This is an optimization exercise on Yosys and OpenROAD, whose aim is small area, a short achievable clock period and few clock cycles per item, not a production implementation.
RTL that was checked went through simulation tests only; none was proved equivalent to the original.
Function not checked in runs 2 and 3: the RTL went through the layout flow alone.

## flow/design.v (module list and top-level ports; edited modules follow where they fit)
// module fir_1: 2333 lines
// module fir_fa: 4 lines
// module fir_ha: 4 lines
module fir_1(
    input clk,
    input reset_p,
    input [15:0]x,
    input act,
    output reg [15:0]y,
    output ready
    );
  // ...
==> flow/flow/run.sh <==
#!/bin/bash
set -euo pipefail
bash standard.sh SETUP_SLACK_MARGIN=6.0 finish > standard.log 2>&1
==> flow/standard.sh <==
#!/bin/bash
# synth_recipe.tcl (not shown) runs the flow's synth.tcl, then flattens the netlist and writes it again
# the make line also repeats each setting of config.mk as NAME=value (left out here)
make -C /OpenROAD-flow-scripts/flow DESIGN_CONFIG=/design/flow/config.mk WORK_HOME=/design/flow/orfs CLKGATE_MAP_FILE= SYNTH_SCRIPT=/design/flow/synth_recipe.tcl "${@:-finish}"
==> flow/config.mk <==
export PLATFORM = sky130hd
export DESIGN_NAME = fir_1
export DESIGN_NICKNAME = fir_1
export VERILOG_FILES = /design/flow/design.v
export SDC_FILE = /design/flow/constraint.sdc
export NUM_CORES = 4
export LEC_CHECK = 0
export ABC_AREA = 1
export CAP_MARGIN = 20
export CORE_MARGIN = 2
export CORE_UTILIZATION = 40
export CTS_BUF_LIST = sky130_fd_sc_hd__clkbuf_16
export CTS_CLUSTER_DIAMETER = 120
export CTS_CLUSTER_SIZE = 26
export SLEW_MARGIN = 20
export SYNTH_HIERARCHICAL = 1
export SYNTH_MINIMUM_KEEP_SIZE = 0
==> flow/constraint.sdc <==
create_clock -name core_clock -period 10.0 [get_ports {clk}]
set_input_delay 2.0000 -clock core_clock [delete_from_list [all_inputs] [get_ports {clk}]]
set_output_delay 2.0000 -clock core_clock [all_outputs]
set_load 0.01 [all_outputs]
==> metrics.cfg, run 1 <==
[sta]
max_freq_mhz = 244
skew_ns = 0.0270
fin_crit_sh_pct = 40.9
fin_crit_ns = 4.09

[clock_network]
post-cts-setup-buffer-count = 64
cts_resized = 275
cts_max_level = 1
clock_latency_ns = 0.56

[setup_path]
cp.arrival_ns = 4.59
startpoint = p2[10]$_DFFE_PP0P_
crit_slowest_cell = fa_1
r2r_start = p2[10]$_DFFE_PP0P_
crit_end = rc[16]$_DFFE_PP0P_
cp.buffers_inverters = 2

[routing]
first_pass_iters = 5
vias = 17700

[die]
coreArea_um2 = 65500
die_w_um = 261
io_pins = 36

[yosys]
synth_xor_area_share_pct = 0.232
synthTopCellsByArea = fa_1 (40%), dfrtp_1 (26%), nand2_1 (11%)
synth_compound_area_share_pct = 4.75

[run_status]
status = timing/DRC/antenna clean

[finish]
clk_share_pct = 1.73
seq_cell_count = 312
nClkBuffers = 17
final_cell_mix = nand2_1 (732), fa_1 (457), inv_1 (382), dfrtp_1 (208), o21ai_0 (171)

[global_route]
gr-max-usage-layer = met2

[place]
pre_cts_slack_ns = 4.31

[hold_path]
min_path_cells = 2

Testbench counts, summed over its fixed seeds: cycles 3,200, items 3,200.
==> run 2, diff against run 1 <==
--- a/flow/design.v
+++ b/flow/design.v
@@ -1002,264 +1002,264 @@
     wire s989;
     wire c990;
     wire i991;
     wire s992;
     wire c993;
     wire i994;
     wire s995;
     wire c996;
-    wire s997;
-    wire c998;
-    wire i999;
-    wire s1000;
-    wire c1001;
-    wire i1002;
-    wire s1003;
-    wire c1004;
-    wire s1005;
-    wire c1006;
-    wire i1007;
-    wire s1008;
-    wire c1009;
-    wire i1010;
-    wire s1011;
-    wire c1012;
-    wire i1013;
-    wire s1014;
-    wire c1015;
-    wire i1016;
+    wire i997;
+    wire s998;
+    wire c999;
+    wire i1000;
+    wire s1001;
+    wire c1002;
+    wire i1003;
+    wire s1004;
+    wire c1005;
+    wire i1006;
+    wire s1007;
+    wire c1008;
+    wire s1009;
+    wire c1010;
+    wire i1011;
+    wire s1012;
+    wire c1013;
+    wire i1014;
+    wire s1015;
+    wire c1016;
     wire s1017;
     wire c1018;
     wire i1019;
     wire s1020;
     wire c1021;
-    wire i1022;
-    wire s1023;
-    wire c1024;
+    wire s1022;
+    wire c1023;
+    wire i1024;
     wire s1025;
     wire c1026;
-    wire i1027;
-    wire s1028;
-    wire c1029;
-    wire i1030;
-    wire s1031;
-    wire c1032;
-    wire s1033;
-    wire c1034;
-    wire i1035;
-    wire s1036;
-    wire c1037;
-    wire i1038;
+    wire s1027;
+    wire c1028;
+    wire s1029;
+    wire c1030;
+    wire i1031;
+    wire s1032;
+    wire c1033;
+    wire i1034;
+    wire s1035;
+    wire c1036;
+    wire s1037;
+    wire c1038;
     wire s1039;
     wire c1040;
     wire s1041;
     wire c1042;
     wire i1043;
     wire s1044;
     wire c1045;
-    wire i1046;
-    wire s1047;
-    wire c1048;
-    wire i1049;
+    wire s1046;
+    wire c1047;
+    wire s1048;
+    wire c1049;
     wire i1050;
     wire s1051;
     wire c1052;
-    wire s1053;
-    wire c1054;
-    wire i1055;
+    wire i1053;
+    wire s1054;
+    wire c1055;
     wire s1056;
     wire c1057;
     wire i1058;
     wire s1059;
     wire c1060;
     wire i1061;
     wire s1062;
     wire c1063;
-    wire s1064;
-    wire c1065;
-    wire i1066;
-    wire s1067;
-    wire c1068;
-    wire s1069;
-    wire c1070;
-    wire i1071;
-    wire s1072;
-    wire c1073;
-    wire i1074;
-    wire s1075;
-    wire c1076;
+    wire i1064;
+    wire s1065;
+    wire c1066;
+    wire i1067;
+    wire s1068;
+    wire c1069;
+    wire i1070;
+    wire s1071;
+    wire c1072;
+    wire i1073;
+    wire s1074;
+    wire c1075;
+    wire i1076;
     wire s1077;
     wire c1078;
     wire i1079;
     wire s1080;
     wire c1081;
     wire i1082;
     wire s1083;
     wire c1084;
-    wire s1085;
-    wire c1086;
-    wire i1087;
-    wire s1088;
-    wire c1089;
-    wire s1090;
-    wire c1091;
+    wire i1085;
+    wire s1086;
+    wire c1087;
+    wire i1088;
+    wire s1089;
+    wire c1090;
+    wire i1091;
     wire s1092;
     wire c1093;
-    wire s1094;
-    wire c1095;
-    wire s1096;
-    wire c1097;
-    wire i1098;
-    wire s1099;
-    wire c1100;
-    wire i1101;
-    wire s1102;
-    wire c1103;
+    wire i1094;
+    wire s1095;
+    wire c1096;
+    wire i1097;
+    wire s1098;
+    wire c1099;
+    wire i1100;
+    wire s1101;
+    wire c1102;
+    wire i1103;
     wire s1104;
     wire c1105;
     wire i1106;
     wire s1107;
     wire c1108;
-    wire s1109;
-    wire c1110;
-    wire i1111;
+    wire i1109;
+    wire s1110;
+    wire c1111;
     wire s1112;
     wire c1113;
     wire i1114;
     wire s1115;
     wire c1116;
-    wire s1117;
-    wire c1118;
-    wire i1119;
-    wire s1120;
-    wire c1121;
-    wire i1122;
-    wire s1123;
-    wire c1124;
-    wire i1125;
-    wire s1126;
-    wire c1127;
-    wire i1128;
-    wire s1129;
-    wire c1130;
-    wire s1131;
-    wire c1132;
+    wire i1117;
+    wire s1118;
+    wire c1119;
+    wire i1120;
+    wire s1121;
+    wire c1122;
+    wire i1123;
+    wire s1124;
+    wire c1125;
+    wire i1126;
+    wire s1127;
+    wire c1128;
+    wire i1129;
+    wire s1130;
+    wire c1131;
+    wire i1132;
     wire s1133;
     wire c1134;
     wire s1135;
     wire c1136;
     wire s1137;
     wire c1138;
-    wire i1139;
-    wire s1140;
-    wire c1141;
-    wire i1142;
-    wire s1143;
-    wire c1144;
-    wire i1145;
-    wire s1146;
-    wire c1147;
-    wire i1148;
+    wire s1139;
+    wire c1140;
+    wire s1141;
+    wire c1142;
+    wire i1143;
+    wire s1144;
+    wire c1145;
+    wire i1146;
+    wire s1147;
+    wire c1148;
     wire s1149;
     wire c1150;
-    wire i1151;
-    wire s1152;
-    wire c1153;
-    wire i1154;
-    wire s1155;
-    wire c1156;
-    wire i1157;
-    wire i1158;
-    wire s1159;
-    wire c1160;
-    wire i1161;
-    wire s1162;
-    wire c1163;
-    wire s1164;
-    wire c1165;
-    wire i1166;
-    wire s1167;
-    wire c1168;
+    wire s1151;
+    wire c1152;
+    wire s1153;
+    wire c1154;
+    wire i1155;
+    wire s1156;
+    wire c1157;
+    wire s1158;
+    wire c1159;
+    wire i1160;
+    wire s1161;
+    wire c1162;
+    wire s1163;
+    wire c1164;
+    wire i1165;
+    wire s1166;
+    wire c1167;
+    wire i1168;
     wire s1169;
     wire c1170;
     wire i1171;
     wire s1172;
     wire c1173;
-    wire s1174;
-    wire c1175;
-    wire i1176;
-    wire s1177;
-    wire c1178;
-    wire s1179;
-    wire c1180;
-    wire i1181;
-    wire s1182;
-    wire c1183;
-    wire s1184;
-    wire c1185;
-    wire i1186;
-    wire s1187;
-    wire c1188;
+    wire i1174;
+    wire s1175;
+    wire c1176;
+    wire i1177;
+    wire s1178;
+    wire c1179;
+    wire s1180;
+    wire c1181;
+    wire i1182;
+    wire s1183;
+    wire c1184;
+    wire i1185;
+    wire s1186;
+    wire c1187;
+    wire i1188;
     wire s1189;
     wire c1190;
-    wire s1191;
-    wire c1192;
-    wire s1193;
-    wire c1194;
-    wire i1195;
+    wire i1191;
+    wire s1192;
+    wire c1193;
+    wire s1194;
+    wire c1195;
     wire s1196;
     wire c1197;
     wire s1198;
     wire c1199;
-    wire i1200;
-    wire s1201;
-    wire c1202;
+    wire s1200;
+    wire c1201;
+    wire i1202;
     wire s1203;
     wire c1204;
-    wire i1205;
-    wire s1206;
-    wire c1207;
-    wire i1208;
-    wire s1209;
-    wire c1210;
+    wire s1205;
+    wire c1206;
+    wire i1207;
+    wire s1208;
+    wire c1209;
+    wire i1210;
     wire s1211;
     wire c1212;
     wire s1213;
     wire c1214;
-    wire i1215;
-    wire s1216;
-    wire c1217;
-    wire i1218;
+    wire s1215;
+    wire c1216;
+    wire s1217;
+    wire c1218;
     wire s1219;
     wire c1220;
     wire s1221;
     wire c1222;
-    wire i1223;
-    wire s1224;
-    wire c1225;
-    wire i1226;
+    wire s1223;
+    wire c1224;
+    wire s1225;
+    wire c1226;
     wire s1227;
     wire c1228;
-    wire i1229;
-    wire s1230;
-    wire c1231;
-    wire i1232;
+    wire s1229;
+    wire c1230;
+    wire s1231;
+    wire c1232;
     wire s1233;
     wire c1234;
-    wire i1235;
-    wire s1236;
-    wire c1237;
-    wire i1238;
+    wire s1235;
+    wire c1236;
+    wire s1237;
+    wire c1238;
     wire s1239;
     wire c1240;
-    wire i1241;
-    wire s1242;
-    wire c1243;
-    wire i1244;
+    wire s1241;
+    wire c1242;
+    wire s1243;
+    wire c1244;
     wire s1245;
     wire c1246;
     wire s1247;
     wire c1248;
     wire s1249;
     wire c1250;
     wire s1251;
     wire c1252;
@@ -1941,176 +1941,172 @@
     fir_fa u982 (.a(c972), .b(i980), .c(c975), .s(s981), .co(c982));
     assign i983 = ~s978;
     fir_ha u985 (.a(i983), .b(s981), .s(s984), .co(c985));
     fir_fa u987 (.a(h7[14]), .b(x[14]), .c(c979), .s(s986), .co(c987));
     assign i988 = ~s986;
     fir_fa u990 (.a(c982), .b(i988), .c(c985), .s(s989), .co(c990));
     assign i991 = ~c987;
     fir_fa u993 (.a(h7[15]), .b(x[15]), .c(i991), .s(s992), .co(c993));
-    assign i994 = ~rs[0];
-    fir_fa u996 (.a(i994), .b(qs[0]), .c(qc[0]), .s(s995), .co(c996));
-    fir_fa u998 (.a(rs[1]), .b(qs[1]), .c(qc[1]), .s(s997), .co(c998));
-    assign i999 = ~rc[1];
-    fir_fa u1001 (.a(i999), .b(c996), .c(s997), .s(s1000), .co(c1001));
-    assign i1002 = ~rc[2];
-    fir_fa u1004 (.a(rs[2]), .b(i1002), .c(qs[2]), .s(s1003), .co(c1004));
-    fir_fa u1006 (.a(qc[2]), .b(c998), .c(c1001), .s(s1005), .co(c1006));
-    assign i1007 = ~rc[3];
-    fir_fa u1009 (.a(rs[3]), .b(i1007), .c(qs[3]), .s(s1008), .co(c1009));
-    assign i1010 = ~s1008;
-    fir_ha u1012 (.a(c1004), .b(i1010), .s(s1011), .co(c1012));
-    assign i1013 = ~qs[4];
-    fir_fa u1015 (.a(rs[4]), .b(rc[4]), .c(i1013), .s(s1014), .co(c1015));
-    assign i1016 = ~s1014;
-    fir_fa u1018 (.a(qc[4]), .b(c1009), .c(i1016), .s(s1017), .co(c1018));
-    assign i1019 = ~rs[5];
-    fir_fa u1021 (.a(i1019), .b(rc[5]), .c(qs[5]), .s(s1020), .co(c1021));
-    assign i1022 = ~s1020;
-    fir_ha u1024 (.a(c1015), .b(i1022), .s(s1023), .co(c1024));
-    fir_fa u1026 (.a(rs[6]), .b(qs[6]), .c(qc[6]), .s(s1025), .co(c1026));
-    assign i1027 = ~rc[6];
-    fir_fa u1029 (.a(i1027), .b(c1021), .c(s1025), .s(s1028), .co(c1029));
-    assign i1030 = ~qs[7];
-    fir_fa u1032 (.a(rs[7]), .b(rc[7]), .c(i1030), .s(s1031), .co(c1032));
-    fir_fa u1034 (.a(qc[7]), .b(c1026), .c(c1029), .s(s1033), .co(c1034));
-    assign i1035 = ~rs[8];
-    fir_fa u1037 (.a(i1035), .b(rc[8]), .c(qs[8]), .s(s1036), .co(c1037));
-    assign i1038 = ~s1036;
-    fir_fa u1040 (.a(qc[8]), .b(c1032), .c(i1038), .s(s1039), .co(c1040));
-    fir_fa u1042 (.a(rs[9]), .b(rc[9]), .c(qc[9]), .s(s1041), .co(c1042));
-    assign i1043 = ~qs[9];
-    fir_fa u1045 (.a(i1043), .b(c1037), .c(s1041), .s(s1044), .co(c1045));
-    assign i1046 = ~rc[10];
-    fir_fa u1048 (.a(rs[10]), .b(i1046), .c(qs[10]), .s(s1047), .co(c1048));
-    assign i1049 = ~c1042;
-    assign i1050 = ~s1047;
-    fir_ha u1052 (.a(i1049), .b(i1050), .s(s1051), .co(c1052));
-    fir_fa u1054 (.a(rs[11]), .b(rc[11]), .c(qc[11]), .s(s1053), .co(c1054));
-    assign i1055 = ~s1053;
-    fir_fa u1057 (.a(qs[11]), .b(c1048), .c(i1055), .s(s1056), .co(c1057));
-    assign i1058 = ~rc[12];
-    fir_fa u1060 (.a(rs[12]), .b(i1058), .c(qs[12]), .s(s1059), .co(c1060));
-    assign i1061 = ~qc[12];
-    fir_fa u1063 (.a(i1061), .b(c1054), .c(s1059), .s(s1062), .co(c1063));
-    fir_fa u1065 (.a(rs[13]), .b(rc[13]), .c(qs[13]), .s(s1064), .co(c1065));
-    assign i1066 = ~c1060;
-    fir_fa u1068 (.a(qc[13]), .b(i1066), .c(s1064), .s(s1067), .co(c1068));
-    fir_fa u1070 (.a(rs[14]), .b(qs[14]), .c(qc[14]), .s(s1069), .co(c1070));
-    assign i1071 = ~rc[14];
-    fir_fa u1073 (.a(i1071), .b(c1065), .c(s1069), .s(s1072), .co(c1073));
-    assign i1074 = ~qs[15];
-    fir_fa u1076 (.a(rs[15]), .b(rc[15]), .c(i1074), .s(s1075), .co(c1076));
-    fir_fa u1078 (.a(qc[15]), .b(c1070), .c(c1073), .s(s1077), .co(c1078));
-    assign i1079 = ~qs[16];
-    fir_fa u1081 (.a(rs[16]), .b(rc[16]), .c(i1079), .s(s1080), .co(c1081));
-    assign i1082 = ~qc[16];
-    fir_fa u1084 (.a(i1082), .b(c1076), .c(s1080), .s(s1083), .co(c1084));
-    fir_fa u1086 (.a(rs[17]), .b(rc[17]), .c(qs[17]), .s(s1085), .co(c1086));
-    assign i1087 = ~qc[17];
-    fir_fa u1089 (.a(i1087), .b(c1081), .c(s1085), .s(s1088), .co(c1089));
-    fir_fa u1091 (.a(rs[18]), .b(rc[18]), .c(qs[18]), .s(s1090), .co(c1091));
-    fir_ha u1093 (.a(c1086), .b(s1090), .s(s1092), .co(c1093));
-    fir_fa u1095 (.a(rs[19]), .b(qs[19]), .c(qc[19]), .s(s1094), .co(c1095));
-    fir_fa u1097 (.a(c1091), .b(s1094), .c(c1093), .s(s1096), .co(c1097));
-    assign i1098 = ~qs[20];
-    fir_fa u1100 (.a(rs[20]), .b(rc[20]), .c(i1098), .s(s1099), .co(c1100));
-    assign i1101 = ~s1099;
-    fir_fa u1103 (.a(qc[20]), .b(c1095), .c(i1101), .s(s1102), .co(c1103));
-    fir_fa u1105 (.a(rc[21]), .b(qs[21]), .c(qc[21]), .s(s1104), .co(c1105));
-    assign i1106 = ~s1104;
-    fir_fa u1108 (.a(rs[21]), .b(c1100), .c(i1106), .s(s1107), .co(c1108));
-    fir_fa u1110 (.a(rs[22]), .b(qs[22]), .c(qc[22]), .s(s1109), .co(c1110));
-    assign i1111 = ~rc[22];
-    fir_fa u1113 (.a(i1111), .b(c1105), .c(s1109), .s(s1112), .co(c1113));
-    assign i1114 = ~qs[23];
-    fir_fa u1116 (.a(rs[23]), .b(rc[23]), .c(i1114), .s(s1115), .co(c1116));
-    fir_ha u1118 (.a(c1110), .b(c1113), .s(s1117), .co(c1118));
-    assign i1119 = ~qs[24];
-    fir_fa u1121 (.a(rs[24]), .b(rc[24]), .c(i1119), .s(s1120), .co(c1121));
-    assign i1122 = ~qc[24];
-    fir_fa u1124 (.a(i1122), .b(c1116), .c(s1120), .s(s1123), .co(c1124));
-    assign i1125 = ~rs[25];
-    fir_fa u1127 (.a(i1125), .b(rc[25]), .c(qs[25]), .s(s1126), .co(c1127));
-    assign i1128 = ~c1121;
-    fir_ha u1130 (.a(i1128), .b(s1126), .s(s1129), .co(c1130));
-    fir_fa u1132 (.a(rs[26]), .b(rc[26]), .c(c1127), .s(s1131), .co(c1132));
-    fir_ha u1134 (.a(rs[27]), .b(rc[27]), .s(s1133), .co(c1134));
-    fir_fa u1136 (.a(rs[28]), .b(rc[28]), .c(c1134), .s(s1135), .co(c1136));
-    fir_ha u1138 (.a(rs[29]), .b(rc[29]), .s(s1137), .co(c1138));
-    assign i1139 = ~rs[30];
-    fir_fa u1141 (.a(i1139), .b(rc[30]), .c(c1138), .s(s1140), .co(c1141));
-    assign i1142 = ~s1011;
-    fir_fa u1144 (.a(i1142), .b(c1006), .c(x[0]), .s(s1143), .co(c1144));
-    assign i1145 = ~c1012;
-    fir_fa u1147 (.a(i1145), .b(s1017), .c(x[1]), .s(s1146), .co(c1147));
-    assign i1148 = ~s1023;
-    fir_fa u1150 (.a(i1148), .b(c1018), .c(x[2]), .s(s1149), .co(c1150));
-    assign i1151 = ~c1024;
-    fir_fa u1153 (.a(i1151), .b(s1028), .c(x[3]), .s(s1152), .co(c1153));
-    assign i1154 = ~s1031;
-    fir_fa u1156 (.a(i1154), .b(s1033), .c(x[4]), .s(s1155), .co(c1156));
-    assign i1157 = ~x[0];
-    assign i1158 = ~c1153;
-    fir_ha u1160 (.a(i1157), .b(i1158), .s(s1159), .co(c1160));
-    assign i1161 = ~s1039;
-    fir_fa u1163 (.a(i1161), .b(c1034), .c(x[5]), .s(s1162), .co(c1163));
-    fir_fa u1165 (.a(x[1]), .b(c1156), .c(s1162), .s(s1164), .co(c1165));
-    assign i1166 = ~c1040;
-    fir_fa u1168 (.a(s1044), .b(i1166), .c(x[6]), .s(s1167), .co(c1168));
-    fir_fa u1170 (.a(x[2]), .b(c1163), .c(s1167), .s(s1169), .co(c1170));
-    assign i1171 = ~s1051;
-    fir_fa u1173 (.a(c1045), .b(i1171), .c(x[7]), .s(s1172), .co(c1173));
-    fir_fa u1175 (.a(x[3]), .b(c1168), .c(s1172), .s(s1174), .co(c1175));
-    assign i1176 = ~c1052;
-    fir_fa u1178 (.a(i1176), .b(s1056), .c(x[8]), .s(s1177), .co(c1178));
-    fir_fa u1180 (.a(x[4]), .b(c1173), .c(s1177), .s(s1179), .co(c1180));
-    assign i1181 = ~s1062;
-    fir_fa u1183 (.a(c1057), .b(i1181), .c(x[9]), .s(s1182), .co(c1183));
-    fir_fa u1185 (.a(x[5]), .b(c1178), .c(s1182), .s(s1184), .co(c1185));
-    assign i1186 = ~c1063;
-    fir_fa u1188 (.a(i1186), .b(s1067), .c(x[10]), .s(s1187), .co(c1188));
-    fir_fa u1190 (.a(x[6]), .b(c1183), .c(s1187), .s(s1189), .co(c1190));
-    fir_fa u1192 (.a(c1068), .b(s1072), .c(x[11]), .s(s1191), .co(c1192));
-    fir_fa u1194 (.a(x[7]), .b(c1188), .c(s1191), .s(s1193), .co(c1194));
-    assign i1195 = ~s1075;
-    fir_fa u1197 (.a(i1195), .b(s1077), .c(x[12]), .s(s1196), .co(c1197));
-    fir_fa u1199 (.a(x[8]), .b(c1192), .c(s1196), .s(s1198), .co(c1199));
-    assign i1200 = ~s1083;
-    fir_fa u1202 (.a(i1200), .b(c1078), .c(x[13]), .s(s1201), .co(c1202));
-    fir_fa u1204 (.a(x[9]), .b(c1197), .c(s1201), .s(s1203), .co(c1204));
-    assign i1205 = ~x[14];
-    fir_fa u1207 (.a(c1084), .b(s1088), .c(i1205), .s(s1206), .co(c1207));
-    assign i1208 = ~s1206;
-    fir_fa u1210 (.a(x[10]), .b(c1202), .c(i1208), .s(s1209), .co(c1210));
-    fir_fa u1212 (.a(s1092), .b(c1089), .c(x[15]), .s(s1211), .co(c1212));
-    fir_fa u1214 (.a(i962), .b(c1207), .c(s1211), .s(s1213), .co(c1214));
-    assign i1215 = ~s1096;
-    fir_fa u1217 (.a(rc[19]), .b(i1215), .c(x[12]), .s(s1216), .co(c1217));
-    assign i1218 = ~s1216;
-    fir_ha u1220 (.a(c1212), .b(i1218), .s(s1219), .co(c1220));
-    fir_fa u1222 (.a(c1097), .b(s1102), .c(i980), .s(s1221), .co(c1222));
-    assign i1223 = ~c1217;
-    fir_ha u1225 (.a(i1223), .b(s1221), .s(s1224), .co(c1225));
-    assign i1226 = ~c1103;
-    fir_fa u1228 (.a(i1226), .b(s1107), .c(x[14]), .s(s1227), .co(c1228));
-    assign i1229 = ~s1227;
-    fir_ha u1231 (.a(c1222), .b(i1229), .s(s1230), .co(c1231));
-    assign i1232 = ~c1108;
-    fir_fa u1234 (.a(i1232), .b(s1112), .c(x[15]), .s(s1233), .co(c1234));
-    assign i1235 = ~c1228;
-    fir_ha u1237 (.a(i1235), .b(s1233), .s(s1236), .co(c1237));
-    assign i1238 = ~s1115;
-    fir_fa u1240 (.a(i1238), .b(s1117), .c(c1234), .s(s1239), .co(c1240));
-    assign i1241 = ~s1123;
-    fir_ha u1243 (.a(i1241), .b(c1118), .s(s1242), .co(c1243));
-    assign i1244 = ~c1124;
-    fir_ha u1246 (.a(s1129), .b(i1244), .s(s1245), .co(c1246));
-    fir_ha u1248 (.a(c1130), .b(s1131), .s(s1247), .co(c1248));
-    fir_ha u1250 (.a(s1133), .b(c1132), .s(s1249), .co(c1250));
+    assign i994 = ~rs[1];
+    fir_ha u996 (.a(rc[1]), .b(i994), .s(s995), .co(c996));
+    assign i997 = ~rc[2];
+    fir_fa u999 (.a(rs[2]), .b(qs[2]), .c(i997), .s(s998), .co(c999));
+    assign i1000 = ~rs[3];
+    fir_ha u1002 (.a(rc[3]), .b(i1000), .s(s1001), .co(c1002));
+    assign i1003 = ~qs[4];
+    fir_fa u1005 (.a(rs[4]), .b(rc[4]), .c(i1003), .s(s1004), .co(c1005));
+    assign i1006 = ~rc[5];
+    fir_ha u1008 (.a(rs[5]), .b(i1006), .s(s1007), .co(c1008));
+    fir_fa u1010 (.a(rs[6]), .b(qs[6]), .c(qc[6]), .s(s1009), .co(c1010));
+    assign i1011 = ~qs[7];
+    fir_fa u1013 (.a(rs[7]), .b(rc[7]), .c(i1011), .s(s1012), .co(c1013));
+    assign i1014 = ~rc[8];
+    fir_fa u1016 (.a(rs[8]), .b(qc[8]), .c(i1014), .s(s1015), .co(c1016));
+    fir_fa u1018 (.a(rs[9]), .b(rc[9]), .c(qc[9]), .s(s1017), .co(c1018));
+    assign i1019 = ~rs[10];
+    fir_ha u1021 (.a(rc[10]), .b(i1019), .s(s1020), .co(c1021));
+    fir_fa u1023 (.a(rs[11]), .b(rc[11]), .c(qc[11]), .s(s1022), .co(c1023));
+    assign i1024 = ~rc[12];
+    fir_fa u1026 (.a(rs[12]), .b(qs[12]), .c(i1024), .s(s1025), .co(c1026));
+    fir_fa u1028 (.a(rs[13]), .b(rc[13]), .c(qs[13]), .s(s1027), .co(c1028));
+    fir_fa u1030 (.a(rs[14]), .b(qs[14]), .c(qc[14]), .s(s1029), .co(c1030));
+    assign i1031 = ~qs[15];
+    fir_fa u1033 (.a(rs[15]), .b(rc[15]), .c(i1031), .s(s1032), .co(c1033));
+    assign i1034 = ~qs[16];
+    fir_fa u1036 (.a(rs[16]), .b(rc[16]), .c(i1034), .s(s1035), .co(c1036));
+    fir_fa u1038 (.a(rs[17]), .b(rc[17]), .c(qs[17]), .s(s1037), .co(c1038));
+    fir_ha u1040 (.a(rs[18]), .b(rc[18]), .s(s1039), .co(c1040));
+    fir_fa u1042 (.a(rs[19]), .b(qs[19]), .c(qc[19]), .s(s1041), .co(c1042));
+    assign i1043 = ~rs[20];
+    fir_fa u1045 (.a(qs[20]), .b(qc[20]), .c(i1043), .s(s1044), .co(c1045));
+    fir_fa u1047 (.a(rc[21]), .b(qs[21]), .c(qc[21]), .s(s1046), .co(c1047));
+    fir_fa u1049 (.a(rs[22]), .b(qs[22]), .c(qc[22]), .s(s1048), .co(c1049));
+    assign i1050 = ~rs[23];
+    fir_ha u1052 (.a(qs[23]), .b(i1050), .s(s1051), .co(c1052));
+    assign i1053 = ~rs[24];
+    fir_fa u1055 (.a(qs[24]), .b(qc[24]), .c(i1053), .s(s1054), .co(c1055));
+    fir_ha u1057 (.a(rc[25]), .b(qs[25]), .s(s1056), .co(c1057));
+    assign i1058 = ~qs[0];
+    fir_ha u1060 (.a(rs[0]), .b(i1058), .s(s1059), .co(c1060));
+    assign i1061 = ~s995;
+    fir_fa u1063 (.a(qs[1]), .b(qc[1]), .c(i1061), .s(s1062), .co(c1063));
+    assign i1064 = ~qc[2];
+    fir_fa u1066 (.a(i1064), .b(c996), .c(s998), .s(s1065), .co(c1066));
+    assign i1067 = ~qs[3];
+    fir_fa u1069 (.a(i1067), .b(s1001), .c(c999), .s(s1068), .co(c1069));
+    assign i1070 = ~qc[4];
+    fir_fa u1072 (.a(i1070), .b(c1002), .c(s1004), .s(s1071), .co(c1072));
+    assign i1073 = ~qs[5];
+    fir_fa u1075 (.a(i1073), .b(s1007), .c(c1005), .s(s1074), .co(c1075));
+    assign i1076 = ~s1009;
+    fir_fa u1078 (.a(rc[6]), .b(c1008), .c(i1076), .s(s1077), .co(c1078));
+    assign i1079 = ~s1012;
+    fir_fa u1081 (.a(qc[7]), .b(c1010), .c(i1079), .s(s1080), .co(c1081));
+    assign i1082 = ~qs[8];
+    fir_fa u1084 (.a(i1082), .b(c1013), .c(s1015), .s(s1083), .co(c1084));
+    assign i1085 = ~s1017;
+    fir_fa u1087 (.a(qs[9]), .b(c1016), .c(i1085), .s(s1086), .co(c1087));
+    assign i1088 = ~s1020;
+    fir_fa u1090 (.a(qs[10]), .b(i1088), .c(c1018), .s(s1089), .co(c1090));
+    assign i1091 = ~qs[11];
+    fir_fa u1093 (.a(i1091), .b(c1021), .c(s1022), .s(s1092), .co(c1093));
+    assign i1094 = ~qc[12];
+    fir_fa u1096 (.a(i1094), .b(c1023), .c(s1025), .s(s1095), .co(c1096));
+    assign i1097 = ~c1026;
+    fir_fa u1099 (.a(qc[13]), .b(i1097), .c(s1027), .s(s1098), .co(c1099));
+    assign i1100 = ~rc[14];
+    fir_fa u1102 (.a(i1100), .b(c1028), .c(s1029), .s(s1101), .co(c1102));
+    assign i1103 = ~s1032;
+    fir_fa u1105 (.a(qc[15]), .b(c1030), .c(i1103), .s(s1104), .co(c1105));
+    assign i1106 = ~qc[16];
+    fir_fa u1108 (.a(i1106), .b(c1033), .c(s1035), .s(s1107), .co(c1108));
+    assign i1109 = ~qc[17];
+    fir_fa u1111 (.a(i1109), .b(c1036), .c(s1037), .s(s1110), .co(c1111));
+    fir_fa u1113 (.a(qs[18]), .b(s1039), .c(c1038), .s(s1112), .co(c1113));
+    assign i1114 = ~rc[19];
+    fir_fa u1116 (.a(i1114), .b(c1040), .c(s1041), .s(s1115), .co(c1116));
+    assign i1117 = ~rc[20];
+    fir_fa u1119 (.a(i1117), .b(c1042), .c(s1044), .s(s1118), .co(c1119));
+    assign i1120 = ~rs[21];
+    fir_fa u1122 (.a(i1120), .b(c1045), .c(s1046), .s(s1121), .co(c1122));
+    assign i1123 = ~rc[22];
+    fir_fa u1125 (.a(i1123), .b(c1047), .c(s1048), .s(s1124), .co(c1125));
+    assign i1126 = ~rc[23];
+    fir_fa u1128 (.a(i1126), .b(s1051), .c(c1049), .s(s1127), .co(c1128));
+    assign i1129 = ~rc[24];
+    fir_fa u1131 (.a(i1129), .b(c1052), .c(s1054), .s(s1130), .co(c1131));
+    assign i1132 = ~rs[25];
+    fir_fa u1134 (.a(i1132), .b(s1056), .c(c1055), .s(s1133), .co(c1134));
+    fir_fa u1136 (.a(rs[26]), .b(rc[26]), .c(c1057), .s(s1135), .co(c1136));
+    fir_ha u1138 (.a(rs[27]), .b(rc[27]), .s(s1137), .co(c1138));
+    fir_ha u1140 (.a(rs[28]), .b(rc[28]), .s(s1139), .co(c1140));
+    fir_ha u1142 (.a(rs[29]), .b(rc[29]), .s(s1141), .co(c1142));
+    assign i1143 = ~rs[30];
+    fir_ha u1145 (.a(rc[30]), .b(i1143), .s(s1144), .co(c1145));
+    assign i1146 = ~x[0];
+    fir_fa u1148 (.a(s1068), .b(c1066), .c(i1146), .s(s1147), .co(c1148));
+    fir_fa u1150 (.a(c1069), .b(s1071), .c(i700), .s(s1149), .co(c1150));
+    fir_fa u1152 (.a(s1074), .b(c1072), .c(i708), .s(s1151), .co(c1152));
+    fir_fa u1154 (.a(c1075), .b(s1077), .c(i718), .s(s1153), .co(c1154));
+    assign i1155 = ~c1078;
+    fir_fa u1157 (.a(i1155), .b(s1080), .c(x[4]), .s(s1156), .co(c1157));
+    fir_ha u1159 (.a(i1146), .b(c1154), .s(s1158), .co(c1159));
+    assign i1160 = ~s1083;
+    fir_fa u1162 (.a(c1081), .b(i1160), .c(x[5]), .s(s1161), .co(c1162));
+    fir_fa u1164 (.a(x[1]), .b(c1157), .c(s1161), .s(s1163), .co(c1164));
+    assign i1165 = ~x[6];
+    fir_fa u1167 (.a(c1084), .b(s1086), .c(i1165), .s(s1166), .co(c1167));
+    assign i1168 = ~s1166;
+    fir_fa u1170 (.a(x[2]), .b(c1162), .c(i1168), .s(s1169), .co(c1170));
+    assign i1171 = ~c1087;
+    fir_fa u1173 (.a(s1089), .b(i1171), .c(x[7]), .s(s1172), .co(c1173));
+    assign i1174 = ~c1167;
+    fir_fa u1176 (.a(x[3]), .b(i1174), .c(s1172), .s(s1175), .co(c1176));
+    assign i1177 = ~s1092;
+    fir_fa u1179 (.a(c1090), .b(i1177), .c(x[8]), .s(s1178), .co(c1179));
+    fir_fa u1181 (.a(x[4]), .b(c1173), .c(s1178), .s(s1180), .co(c1181));
+    assign i1182 = ~x[9];
+    fir_fa u1184 (.a(c1093), .b(s1095), .c(i1182), .s(s1183), .co(c1184));
+    assign i1185 = ~s1183;
+    fir_fa u1187 (.a(x[5]), .b(c1179), .c(i1185), .s(s1186), .co(c1187));
+    assign i1188 = ~c1096;
+    fir_fa u1190 (.a(i1188), .b(s1098), .c(x[10]), .s(s1189), .co(c1190));
+    assign i1191 = ~c1184;
+    fir_fa u1193 (.a(x[6]), .b(i1191), .c(s1189), .s(s1192), .co(c1193));
+    fir_fa u1195 (.a(c1099), .b(s1101), .c(x[11]), .s(s1194), .co(c1195));
+    fir_fa u1197 (.a(x[7]), .b(c1190), .c(s1194), .s(s1196), .co(c1197));
+    fir_fa u1199 (.a(c1102), .b(s1104), .c(x[12]), .s(s1198), .co(c1199));
+    fir_fa u1201 (.a(x[8]), .b(c1195), .c(s1198), .s(s1200), .co(c1201));
+    assign i1202 = ~s1107;
+    fir_fa u1204 (.a(c1105), .b(i1202), .c(x[13]), .s(s1203), .co(c1204));
+    fir_fa u1206 (.a(x[9]), .b(c1199), .c(s1203), .s(s1205), .co(c1206));
+    assign i1207 = ~x[14];
+    fir_fa u1209 (.a(c1108), .b(s1110), .c(i1207), .s(s1208), .co(c1209));
+    assign i1210 = ~s1208;
+    fir_fa u1212 (.a(x[10]), .b(c1204), .c(i1210), .s(s1211), .co(c1212));
+    fir_fa u1214 (.a(c1111), .b(s1112), .c(x[15]), .s(s1213), .co(c1214));
+    fir_fa u1216 (.a(i962), .b(c1209), .c(s1213), .s(s1215), .co(c1216));
+    fir_fa u1218 (.a(c1113), .b(s1115), .c(i973), .s(s1217), .co(c1218));
+    fir_ha u1220 (.a(c1214), .b(s1217), .s(s1219), .co(c1220));
+    fir_fa u1222 (.a(c1116), .b(s1118), .c(i980), .s(s1221), .co(c1222));
+    fir_ha u1224 (.a(c1218), .b(s1221), .s(s1223), .co(c1224));
+    fir_fa u1226 (.a(c1119), .b(s1121), .c(i1207), .s(s1225), .co(c1226));
+    fir_ha u1228 (.a(c1222), .b(s1225), .s(s1227), .co(c1228));
+    fir_fa u1230 (.a(c1122), .b(s1124), .c(x[15]), .s(s1229), .co(c1230));
+    fir_ha u1232 (.a(c1226), .b(s1229), .s(s1231), .co(c1232));
+    fir_fa u1234 (.a(c1125), .b(s1127), .c(c1230), .s(s1233), .co(c1234));
+    fir_ha u1236 (.a(c1128), .b(s1130), .s(s1235), .co(c1236));
+    fir_ha u1238 (.a(s1133), .b(c1131), .s(s1237), .co(c1238));
+    fir_ha u1240 (.a(s1135), .b(c1134), .s(s1239), .co(c1240));
+    fir_ha u1242 (.a(s1137), .b(c1136), .s(s1241), .co(c1242));
+    fir_ha u1244 (.a(c1138), .b(s1139), .s(s1243), .co(c1244));
+    fir_ha u1246 (.a(c1140), .b(s1141), .s(s1245), .co(c1246));
+    fir_ha u1248 (.a(c1142), .b(s1144), .s(s1247), .co(c1248));
+    fir_ha u1250 (.a(rs[31]), .b(c1145), .s(s1249), .co(c1250));
     fir_ha u1252 (.a(h0[0]), .b(h4[0]), .s(s1251), .co(c1252));
     fir_fa u1254 (.a(h0[1]), .b(h4[1]), .c(c1252), .s(s1253), .co(c1254));
     fir_fa u1256 (.a(h0[2]), .b(h4[2]), .c(c1254), .s(s1255), .co(c1256));
     fir_fa u1258 (.a(h0[3]), .b(h4[3]), .c(c1256), .s(s1257), .co(c1258));
     fir_fa u1260 (.a(h0[4]), .b(h4[4]), .c(c1258), .s(s1259), .co(c1260));
     fir_fa u1262 (.a(h0[5]), .b(h4[5]), .c(c1260), .s(s1261), .co(c1262));
     fir_fa u1264 (.a(h0[6]), .b(h4[6]), .c(c1262), .s(s1263), .co(c1264));
     fir_fa u1266 (.a(h0[7]), .b(h4[7]), .c(c1264), .s(s1265), .co(c1266));
@@ -2171,18 +2167,18 @@
     assign q1360 = c1326 ? s1345 : s1329;
     assign q1361 = c1326 ? s1347 : s1331;
     assign q1362 = c1326 ? s1349 : s1333;
     assign q1363 = c1326 ? s1351 : s1335;
     assign q1364 = c1326 ? s1353 : s1337;
     assign q1365 = c1326 ? s1355 : s1339;
     assign q1366 = c1326 ? s1357 : s1341;
     wire [16:0] p4_d = {q1366, q1365, q1364, q1363, q1362, q1361, q1360, q1359, s1325, s1323, s1321, s1319, s1317, s1315, s1313, s1311, s1309};
-    wire [31:0] ya = {rs[31], s1140, s1137, s1135, s1249, s1247, s1245, s1242, s1239, s1236, s1230, s1224, s1219, s1213, ~s1209, ~s1203, ~s1198, ~s1193, ~s1189, ~s1184, ~s1179, ~s1174, ~s1169, ~s1164, ~s1155, ~c1150, ~c1147, ~c1144, ~s1143, s1003, ~s1000, ~s995};
-    wire [31:0] yb = {c1141, 1'b0, c1136, c1250, c1248, c1246, c1243, c1240, c1237, c1231, c1225, c1220, c1214, ~c1210, ~c1204, ~c1199, ~c1194, ~c1190, ~c1185, ~c1180, ~c1175, ~c1170, ~c1165, c1160, s1159, ~s1152, ~s1149, ~s1146, 1'b0, ~s1005, 1'b0, 1'b0};
+    wire [31:0] ya = {s1249, s1247, s1245, s1243, s1241, s1239, s1237, s1235, s1233, s1231, s1227, s1223, s1219, s1215, ~s1211, ~s1205, ~s1200, ~s1196, ~s1192, ~s1186, ~s1180, ~s1175, ~s1169, ~s1163, ~s1156, c1152, c1150, c1148, s1147, ~c1063, c1060, ~qc[0]};
+    wire [31:0] yb = {c1248, c1246, c1244, c1242, c1240, c1238, c1236, c1234, c1232, c1228, c1224, c1220, c1216, ~c1212, ~c1206, ~c1201, ~c1197, ~c1193, ~c1187, ~c1181, ~c1176, ~c1170, ~c1164, c1159, s1158, s1153, s1151, s1149, 1'b0, s1065, ~s1062, s1059};
     wire [31:0] acc = ya + yb;
     wire [31:0] rs_d, rc_d, qs_d, qc_d;
     assign rs_d[0] = p2[0];
     assign rs_d[1] = h3[0];
     assign rs_d[2] = c611;
     assign rs_d[3] = c614;
     assign rs_d[4] = c617;
     assign rs_d[5] = c620;
==> flow/flow/run.sh (replaced) <==
#!/bin/bash
set -euo pipefail
bash standard.sh SETUP_SLACK_MARGIN=6.5 finish > standard.log 2>&1
==> flow/config.mk (replaced) <==
export PLATFORM = sky130hd
export DESIGN_NAME = fir_1
export DESIGN_NICKNAME = fir_1
export VERILOG_FILES = /design/flow/design.v
export SDC_FILE = /design/flow/constraint.sdc
export NUM_CORES = 4
export LEC_CHECK = 0
export ABC_AREA = 1
export CAP_MARGIN = 20
export CORE_MARGIN = 2
export CORE_UTILIZATION = 40
export CTS_BUF_LIST = sky130_fd_sc_hd__clkbuf_16
export CTS_CLUSTER_DIAMETER = 150
export CTS_CLUSTER_SIZE = 20
export SLEW_MARGIN = 20
export SYNTH_HIERARCHICAL = 1
export SYNTH_MINIMUM_KEEP_SIZE = 0
==> run 2 against run 1 <==
Against the previous run:
- still clean on timing, DRC and antenna
- critical path depth grew 3
- die area is 0.41% higher
- fmax down 2.6%
- clock skew fell by 0.0029 ns
- sequential cell count is the same
- synthesized area is 0.42% higher
- synthesized cell count is 0.77% higher
- cell count rose by 0.67%
- hold slack worse by 0.0015 ns
- register-to-register slack worse by 0.11 ns
==> metrics.cfg, run 2 <==
[run_status]
status = timing/DRC/antenna clean

[die]
initial_utilization_pct = 40.4
coreArea_um2 = 65600  ; +0.18%
die_height_um = 261
rows = 94
io_pins = 36  ; unchanged
die_w_um = 261  ; +0.21%
dieArea_um2 = 68300

[global_route]
grt_use_total_pct = 24.3
grt_overflow_total = 0
antenna_found_initial = 1
grt_pass1_vias = 20000
grt_max_degree = 208
grt_pass1_wl_mm = 123

[setup_path]
cpLargestDelayFamily = adder cells
cpPeakStageDelay_ns = 0.42
cp.arrival_ns = 4.64  ; +0.05 ns
crit_path_start_kind = flip-flop
endpoint_kind = flip-flop
crit_top_cell = fa_2
worstSetupPathType = reg -> reg
crit_required_ns = 10.44
r2r_setup_slack_ns = 5.79
crit_slowest_cell = fa_2
crit_fanout = 3
worstPathCellList = buf_12 > ha_4 > fa_2 > fa_2 > fa_2 > fa_2 > fa_2 > fa_2 > fa_2 > fa_2 > buf_12 > buf_8 > o21ai_2 > o21ai_1
cp.buffers_inverters = 3  ; +1

[flow_run]
drv_cap = 0

[routing]
ant_nets = 0
viasPerCell = 5.10
drt_wl_total_mm = 79.4
drt_drc_violations_left = 0
detail_route.wl_per_cell_um = 22.0
first_iter_violations = 1434
first_pass_iters = 5  ; unchanged
vias = 18400  ; +4.2%

[finish]
largestRegisters = rc: 30 flops, rs: 30 flops, qs: 23 flops
final_cell_mix = nand2_1 (715), fa_1 (395), inv_1 (358), dfrtp_1 (214), o21ai_0 (160)
layout-drive-gt1-share_pct = 22.4
n_fill_cell = 6144
final_common_cell = nand2_1
layout.nets = 3369
fin_util_pct = 47.1
syn_to_final_growth_pct = 16.6
antenna_cells = 0

[place]
place_hpwl_mm = 58.6
port_buffers = 34
gp_congestion = 0.879

[sta]
tightest_slew_ns = 1.10
rsz0062_at_grt = true
tns_ns = 0
slew_violations = 0
skew_ns = 0.0242  ; -0.00287 ns
max_freq_mhz = 238  ; -2.6%
setup_viol = 0
slew_headroom_pct = 26.4
fin_crit_ns = 4.21  ; +0.111 ns
hold_violations = 0
fin_crit_sh_pct = 42.1  ; +1.1 points

[yosys]
synth_top_area_share_pct = 39.5
synth.distinct_cells = 37
synth.most_common_cell = nand2_1
ys_seq_area_share_pct = 29.7
synth-seq-cells = 312
postSynthCellCount = 2617
synth_edf_count = 0
ys.flop_type = dfrtp_1
avgSynthCellArea_um2 = 10.1
async_reset_ff_share_pct = 100
synthesis.area_um2 = 26500
ys_warn_count = 7
yosys.area.top_type = fa_1
synthTopCellsByArea = fa_1 (39%), dfrtp_1 (25%), nand2_1 (11%)
ys_top_cells_by_count = nand2_1 (784), fa_1 (523), inv_1 (402), dfrtp_1 (269), o21ai_0 (202)

[clock_network]
tritoncts = done
clock_latency_ns = 0.56  ; about the same
clock_path_buffers = 3
clk_pin_slew_ns = 0.09
root_buffer = clkbuf_16
cts_inserted_buffers = 19
cts_sinks = 312
postCtsHoldBufs = 0
cts_max_level = 1  ; unchanged

[hold_path]
holdCritPathClass = reg -> reg

[run 2: cell type report]
class / instances / area, um2 / share of cell area (%)
clock buffer: 19 / 475 / 1.54
clock inverter: 14 / 57.6 / 0.186
inverter: 404 / 1580 / 5.12
multi-input combinational: 1831 / 18000 / 58.3
sequential: 312 / 7940 / 25.7
tap: 864 / 1080 / 3.50
timing repair buffer: 161 / 1770 / 5.73
[run 2: through the flow]
stage	area [um2]	cells	setup WS, ns	hold slack (ns)
5_1_grt	30900	3605	5.72	0.493
3_5_place_dp	28200	3466	4.38	0.456
6_report	30900	3605	5.79	0.473
4_1_cts	30400	3593	5.68	0.471
2_1_floorplan	26900	2618	3.88	0.446
3_3_place_gp	28200	3466	4.40	0.458
[run 2: path summary, 6_finish.rpt]
check                                         from                 end  depth (start not counted)
worst max-delay path             h3[0]$_DFFE_PP0P_  p4[14]$_DFFE_PP0P_                         14
worst min-delay path            rs[27]$_DFFE_PP1P_  rs[27]$_DFFE_PP1P_                          2
worst max register to register   h3[0]$_DFFE_PP0P_  p4[14]$_DFFE_PP0P_                         14
worst min register to register  rs[27]$_DFFE_PP1P_  rs[27]$_DFFE_PP1P_                          2
max in group asynchronous                  reset_p  p4[10]$_DFFE_PP0P_                          4
min in group asynchronous                  reset_p   h5[7]$_DFFE_PP0P_                          3
[run 2: repair_timing]
item,CTS,global route
setup buffers,94,11
pin swaps,175,93
gates resized for setup,425,128
gates cloned,0,0
endpoints found under the setup margin,325,214
[run 2: per-module statistics from Yosys, one instance, submodules excluded]
module | cells | times used | flip-flops and latches
fir_ha | 1 | 51 | 0
fir_fa | 1 | 522 | 0
fir_1 | 2044 | 1 | 312
[run 2: logic make-up after synthesis]
family,synth area share (%)
flip-flops,29.7
other,0.0141
adder cells (fa/ha/maj),44.1
AO/OA/AOI/OAI,4.89
buffers and inverters,7.08
AND/OR/NAND/NOR,14.0
XOR/XNOR,0.198
[run 2: metal layers]
metal / vias up / part of all wire, % / GRT usage (%)
met1: 9515 / 42 / 33.7
met3: 140 / 7.8 / 4.93
met5: - / 0.016 / 0
met2: 631 / 46 / 38.8
met4: 2 / 3.5 / 7.05
li1: 8104 / - / -
[run 2: worst reg2reg max path, cell delays in order, from the launching register on]
cell and delay, ns:
dfrtp_1 0.40, buf_12 0.14, ha_4 0.15, fa_2 0.35, fa_2 0.35, fa_2 0.42, fa_2 0.38, fa_2 0.35
fa_2 0.35, fa_2 0.35, fa_2 0.40, buf_12 0.17, buf_8 0.12, o21ai_2 0.12, o21ai_1 0.07
==> run 3, diff against run 2 <==
==> flow/flow/run.sh (replaced) <==
#!/bin/bash
set -euo pipefail
bash standard.sh SETUP_SLACK_MARGIN=6.0 finish > standard.log 2>&1
==> run 3 against run 2 <==
Against the previous run:
- wire length decreased by 1.7%
- highest routed layer is now met4
- still clean on timing, DRC and antenna
- die area unchanged
==> metrics.cfg, run 3 <==
[run_status]
status = timing/DRC/antenna clean

[sta]
fin_crit_sh_pct = 42.1  ; about the same
max_freq_mhz = 238  ; about the same
setup_viol = 0  ; unchanged
slew_violations = 0  ; unchanged
layout_setup_ws_ns = 5.79  ; -0.00399 ns
hold_violations = 0  ; unchanged
slew_headroom_pct = 28.6  ; +2.3 points
rsz0062_at_grt = true
skew_ns = 0.0317  ; +0.00755 ns
tns_ns = 0  ; unchanged
tightest_slew_ns = 1.07  ; -0.0338 ns
fin_crit_ns = 4.21  ; +0.00399 ns

[clock_network]
cts_sinks = 312  ; unchanged
cts_max_level = 1  ; unchanged
postCtsHoldBufs = 0  ; unchanged
clock_latency_ns = 0.57  ; about the same
clk_pin_slew_ns = 0.09  ; about the same
root_buffer = clkbuf_16
clock_path_buffers = 3  ; unchanged
tritoncts = done
cts_inserted_buffers = 19  ; unchanged

[setup_path]
crit_required_ns = 10.50  ; +0.06 ns
worstSetupPathType = reg -> reg
endpoint_kind = flip-flop
crit_path_start_kind = flip-flop
crit_fanout = 4  ; +1
r2r_setup_slack_ns = 5.79  ; about the same
cp.arrival_ns = 4.71  ; +0.07 ns

[die]
rows = 94  ; unchanged
initial_utilization_pct = 40.4  ; unchanged
io_pins = 36  ; unchanged
coreArea_um2 = 65600  ; unchanged
dieArea_um2 = 68300  ; unchanged
die_height_um = 261  ; unchanged
die_w_um = 261  ; unchanged

[yosys]
synth_xor_area_share_pct = 0.198  ; unchanged
synthMuxAreaShare_pct = 0  ; unchanged
synthesis.area_um2 = 26500  ; unchanged
synth_edf_count = 0  ; unchanged
synth_top_family_by_area = adder cells
async_reset_ff_share_pct = 100  ; unchanged
synthTopCellsByArea = fa_1 (39%), dfrtp_1 (25%), nand2_1 (11%)
synth.most_common_cell = nand2_1
yosys.area.top_type = fa_1
postSynthCellCount = 2617  ; unchanged
ys_seq_area_share_pct = 29.7  ; unchanged
ys_warn_count = 7  ; unchanged
synth_top_area_share_pct = 39.5  ; unchanged
avgSynthCellArea_um2 = 10.1  ; unchanged
synth_compound_area_share_pct = 4.89  ; unchanged
synth-seq-cells = 312  ; unchanged
ys_top_cells_by_count = nand2_1 (784), fa_1 (523), inv_1 (402), dfrtp_1 (269), o21ai_0 (202)
synth_fa_ha_area_share_pct = 44.1  ; unchanged
ys.flop_type = dfrtp_1
synthSimpleGateAreaFrac_pct = 14.0  ; unchanged
synth.distinct_cells = 37  ; unchanged

[finish]
syn_to_final_growth_pct = 15.2
n_fill_cell = 6133  ; -0.18%
seqCellArea_um2 = 7940  ; about the same
multiInputGateArea_um2 = 17700  ; -1.6%
final_common_cell = nand2_1
antenna_cells = 0  ; unchanged
layout-drive-gt1-share_pct = 18.7  ; -3.8 points
final_cell_mix = nand2_1 (730), fa_1 (455), inv_1 (381), dfrtp_1 (213), o21ai_0 (172)
layout.nets = 3370  ; +0.030%
largestRegisters = rc: 30 flops, rs: 30 flops, qs: 23 flops

[hold_path]
holdCritPathClass = reg -> reg

[global_route]
gr-usage-met1_pct = 32.8  ; -0.84 points
gr-usage-met2_pct = 37.9  ; -0.96 points
grt_use_met3_pct = 4.81  ; -0.12 points
grt_pass1_wl_mm = 120  ; -2.1%
antenna_found_initial = 0  ; -1
grt_use_total_pct = 23.7  ; -0.60 points
gr-max-usage-layer = met2
grt_overflow_total = 0  ; unchanged
grt_pass1_vias = 19800  ; -1.2%
grt_max_degree = 184  ; -12%

[flow_run]
drv_cap = 0  ; unchanged

[routing]
vias = 18400  ; +0.092%
detail_route.wl_per_cell_um = 21.6  ; -1.7%
first_pass_iters = 5  ; unchanged
first_iter_violations = 1672  ; +17%
viasPerCell = 5.11  ; about the same
drt_wl_total_mm = 78.0  ; -1.7%
drt_drc_violations_left = 0  ; unchanged
ant_nets = 0  ; unchanged

[place]
port_buffers = 34  ; unchanged
gp_congestion = 0.921  ; +4.8%
pre_cts_slack_ns = 4.38  ; +0.00838 ns
place_hpwl_mm = 58.1  ; -0.79%

## run 3: metal layers
| layer | part of all wire [%] | vias up |
|---|---|---|
| met5 | 0 | - |
| met4 | 3.5 | 0 |
| met3 | 7.7 | 143 |
| met2 | 46 | 640 |
| met1 | 43 | 9534 |
| li1 | - | 8092 |
## run 3: worst paths after layout
| path | from | to | depth (start not counted) |
|---|---|---|---|
| max | p2[12]$_DFFE_PP0P_ | rc[16]$_DFFE_PP0P_ | 11 |
| min | rc[29]$_DFFE_PP1P_ | rc[29]$_DFFE_PP1P_ | 2 |
| max reg2reg | p2[12]$_DFFE_PP0P_ | rc[16]$_DFFE_PP0P_ | 11 |
| min reg2reg | rc[29]$_DFFE_PP1P_ | rc[29]$_DFFE_PP1P_ | 2 |
| max in group asynchronous | reset_p | h3[9]$_DFFE_PP0P_ | 4 |
| min in group asynchronous | reset_p | h6[5]$_DFFE_PP0P_ | 3 |
## run 3: per-stage QoR
step | hold WS (ns) | cells | utilization [%] | cell area (um2)
final | 0.476 | 3606 | 46.5 | 30500
after floorplan | 0.446 | 2618 | - | 26900
after CTS | 0.479 | 3570 | 45.6 | 29900
after global routing | 0.489 | 3606 | 46.5 | 30500
after detailed placement | 0.461 | 3465 | 42.8 | 28100
after global placement | 0.457 | 3465 | 42.8 | 28100
## run 3: worst max-delay path, cell delays in order, from the launching register on
cell and delay [ns]:
dfrtp_2 0.50, fa_2 0.61, fa_2 0.45, fa_2 0.54, inv_2 0.04, fa_1 0.46, fa_2 0.37, inv_2 0.07
fa_2 0.43, fa_2 0.52, nand2_1 0.05, nand2_1 0.10
## run 3: logic make-up (layout without fill, tap and decap cells)
family,Yosys count,count (layout)
fa+ha+maj,621,621
other cells,1,2
buf+inv,475,599
flops,312,312
simple gates,948,948
xor+xnor,6,6
compound gates,254,254
## run 3: layout make-up
cell class | count | area share (%)
Clock inverter | 12 | 0.164
Clock buffer | 21 | 1.72
Inverter | 404 | 5.24
Sequential cell | 312 | 26.0
Tap cell | 864 | 3.54
Multi-Input combinational cell | 1831 | 58.1
Timing Repair Buffer | 162 | 5.26
## run 3: per-module statistics from Yosys, one instance, submodules excluded
| module | cells inside | area [um2] | flip-flops and latches |
|---|---|---|---|
| fir_1 | 2044 | 15400 | 312 |
| fir_fa | 1 | 20.0 | 0 |
| fir_ha | 1 | 12.5 | 0 |
## run 3: what timing repair did
item                       CTS  global route
pin swaps                  126            84
gates cloned                 0             0
buffers inserted            72            36
gates resized for setup    323            96
setup endpoints to repair   91           135

what the ideal ports hide:
The results above use ideal ports. As a check the final layouts listed here were re-extracted and re-timed, cells and wires unchanged.
Step 1 (the two cells are an assumption about what drives the block):
set clk [get_ports {clk}]
set_driving_cell -lib_cell sky130_fd_sc_hd__clkbuf_16 $clk
set_driving_cell -lib_cell sky130_fd_sc_hd__buf_2 [delete_from_list [all_inputs] $clk]
Step 2 moves the port delays by t, midway between the first and last clock arrival at a register: inputs arrive t later, outputs are due t later. That takes back most of the time a late clock gives input paths.
Three values: ideal, step 1, step 2; two values: the first two.
run | shift t [ns] | setup slack, ns | cell pins on the clock port's net
run 1 | 0.602 | 5.906 / 5.900 / 5.298 | 1
run 2 | 0.613 | 5.795 / 5.795 / 5.343 | 1
run 3 | 0.619 | 5.791 / 5.791 / 5.285 | 1
After both steps every run listed still meets setup and hold. For run 1, which loses most, drivers alone change the setup slack by -0.006 ns; drivers and shift together by -0.608 ns.
